From an optimization exercise on the open Yosys and OpenROAD flow, aimed at small area and a short achievable clock period; shortcuts taken in it are not production practice. Only simulation tests tie the RTL to the original design; equivalence was not proved.

==> run a <==
// Filter_IIR
module Filter_IIR(Output, Input, clk, reset);
  input clk;
  input reset;
  input [31:0] Input;
  output [31:0] Output;
  reg [22:0] s1_d1;
  reg [23:0] s1_dd;
  reg [23:0] s1_c;
  reg [22:0] s2_d1, s2_d2;
  reg [22:0] s3_d1, s3_d2;
  wire n0, n1;
  iir_ha un0 (.a(s2_d1[0]), .b(s2_d1[3]), .s(n0), .co(n1));
  wire n2, n3;
  iir_fa un2 (.a(s2_d1[1]), .b(s2_d1[4]), .c(n1), .s(n2), .co(n3));
  wire n4, n5;
  iir_fa un4 (.a(s2_d1[2]), .b(s2_d1[5]), .c(n3), .s(n4), .co(n5));
  wire n6, n7;
  iir_fa un6 (.a(s2_d1[3]), .b(s2_d1[6]), .c(n5), .s(n6), .co(n7));
  wire n8, n9;
  iir_fa un8 (.a(s2_d1[4]), .b(s2_d1[7]), .c(n7), .s(n8), .co(n9));
  wire n10, n11;
  iir_fa un10 (.a(s2_d1[5]), .b(s2_d1[8]), .c(n9), .s(n10), .co(n11));
  wire n12, n13;
  iir_fa un12 (.a(s2_d1[6]), .b(s2_d1[9]), .c(n11), .s(n12), .co(n13));
  wire n14, n15;
  iir_fa un14 (.a(s2_d1[7]), .b(s2_d1[10]), .c(n13), .s(n14), .co(n15));
  wire n16, n17;
  ...
clock: 40.0 ns
lec_check: 0
cap_margin: 20
core_margin: 2
core_utilization: 40
slew_margin: 20
synth_hierarchical: 1
synth_minimum_keep_size: 0
standard.sh (not shown) runs the stock make flow with config.mk's settings and CLKGATE_MAP_FILE= SYNTH_SCRIPT=/design/flow/synth_recipe.tcl, a recipe that flattens the netlist after the stock synthesis.
==> flow/flow/run.sh <==
#!/bin/bash
export BUFFER_PORTS_ARGS="-buffer_cell sky130_fd_sc_hd__buf_2"
bash standard.sh > standard.log 2>&1
==> inputs of run b, as changes to run a <==
--- a/flow/design.v
+++ b/flow/design.v
@@ -1807,15 +1807,15 @@
   wire n1795 = n1635 ^ n1761;
   wire n1796 = n1636 ^ n1762;
   wire n1797 = n1637 ^ n1763;
   wire n1798 = n1638 ^ n1764;
   wire n1799 = n1639 ^ n1765;
   wire n1800 = n1582 ^ n1797;
-  wire n1801 = ~n1582 & n1797;
+  wire n1801 = ~(n1582) & n1797;
   wire n1802 = n1583 ^ ~n1798 ^ n1801;
-  wire n1803 = (~n1583 & ~n1798) | (~(n1583 ^ ~n1798) & n1801);
+  wire n1803 = (~(n1583) & ~n1798) | (~(n1583 ^ ~n1798) & n1801);
   wire n1804 = ~n1584 ^ ~n1799 ^ n1803;
   wire n1805 = s1_dd[1] ^ n1562;
   wire n1806 = ~s1_dd[1] & n1562;
   wire n1807 = s1_dd[2] ^ n1563;
   wire n1808 = ~s1_dd[2] & n1563;
   wire n1809 = s1_dd[3] ^ n1564;
@@ -3566,15 +3566,15 @@
   wire n3554 = n3431 ^ n3525;
   wire n3555 = n3432 ^ n3526;
   wire n3556 = n3433 ^ n3527;
   wire n3557 = n3434 ^ n3528;
   wire n3558 = n3435 ^ n3529;
   wire n3559 = ~n3381 ^ 1'b0;
-  wire n3560 = ~~n3381 & 1'b0;
+  wire n3560 = ~(~n3381) & 1'b0;
   wire n3561 = ~n3382 ^ 1'b0 ^ n3560;
-  wire n3562 = (~~n3382 & 1'b0) | (~(~n3382 ^ 1'b0) & n3560);
+  wire n3562 = (~(~n3382) & 1'b0) | (~(~n3382 ^ 1'b0) & n3560);
   wire n3563 = ~n3383 ^ 1'b0 ^ n3562;
   wire n3564 = n1120 ^ n3361;
   wire n3565 = ~n1120 & n3361;
   wire n3566 = n1122 ^ n3362;
   wire n3567 = ~n1122 & n3362;
   wire n3568 = n1124 ^ n3363;
==> summary of the runs <==
Synthesized cell count is the same in run a and run b. Utilization is the same in run a and run b. Fmax is the same in run a and run b. In first-iteration DRC count, run a and run b do not differ. Run b ran to the end with no violations. Run a went through all stages and came out clean. In via count, run b and run a do not differ.
==> figures <==
Endpoint of the most critical register-to-register path: run b s3_d1[22]; run a s3_d1[22]
Busiest grt layer: run b met2; run a met2
Hold-fix buffers at CTS: run b 0; run a 0
Start point of the critical path: run b Input[11]; run a Input[11]
Category of the critical setup timing path: run b input port to output port; run a input port to output port
Detailed-routing iteration count for the pre-antenna-repair pass: run b 6; run a 6
Clock network contribution to total cell area: run b 0.0192; run a 0.0192
Smallest hold slack: run b 0.389 ns; run a 0.389 ns
Clock Latency Late Sink: run b 0.50 ns; run a 0.50 ns
Fraction of layout cells with a size suffix above 1: run b 0.0484; run a 0.0484
Sequential-to-total area share from yosys stat: run b 0.134; run a 0.134
Via count of the first global-routing pass: run b 20.4k; run a 20.4k
Result of the run: run b no timing/DRC/antenna violations; run a no timing/DRC/antenna violations

-- re-timing with driven ports --
Ports are ideal in the flow. The routed layouts listed here were re-timed in OpenROAD. Step 1 sets driving cells, clkbuf_16 on the clock port and buf_2 on the other inputs (assumed; they add their load-dependent delay and slew). Step 2 also shifts input and output timing later by t, the mid clock arrival at the registers, as if the neighbouring blocks saw the same clock. Three values: ideal, step 1, step 2; two values: the first two.
run | shift t [ns] | setup slack, ns | latest minus earliest clock arrival (ns) | worst register clock-pin slew, ns
run a | 0.555 | 12.277 / 12.248 / 12.248 | 0.018 / 0.018 | 0.08 / 0.08
run b | 0.555 | 12.277 / 12.248 / 12.248 | 0.018 / 0.018 | 0.08 / 0.08
After both steps every run listed still meets setup and hold.
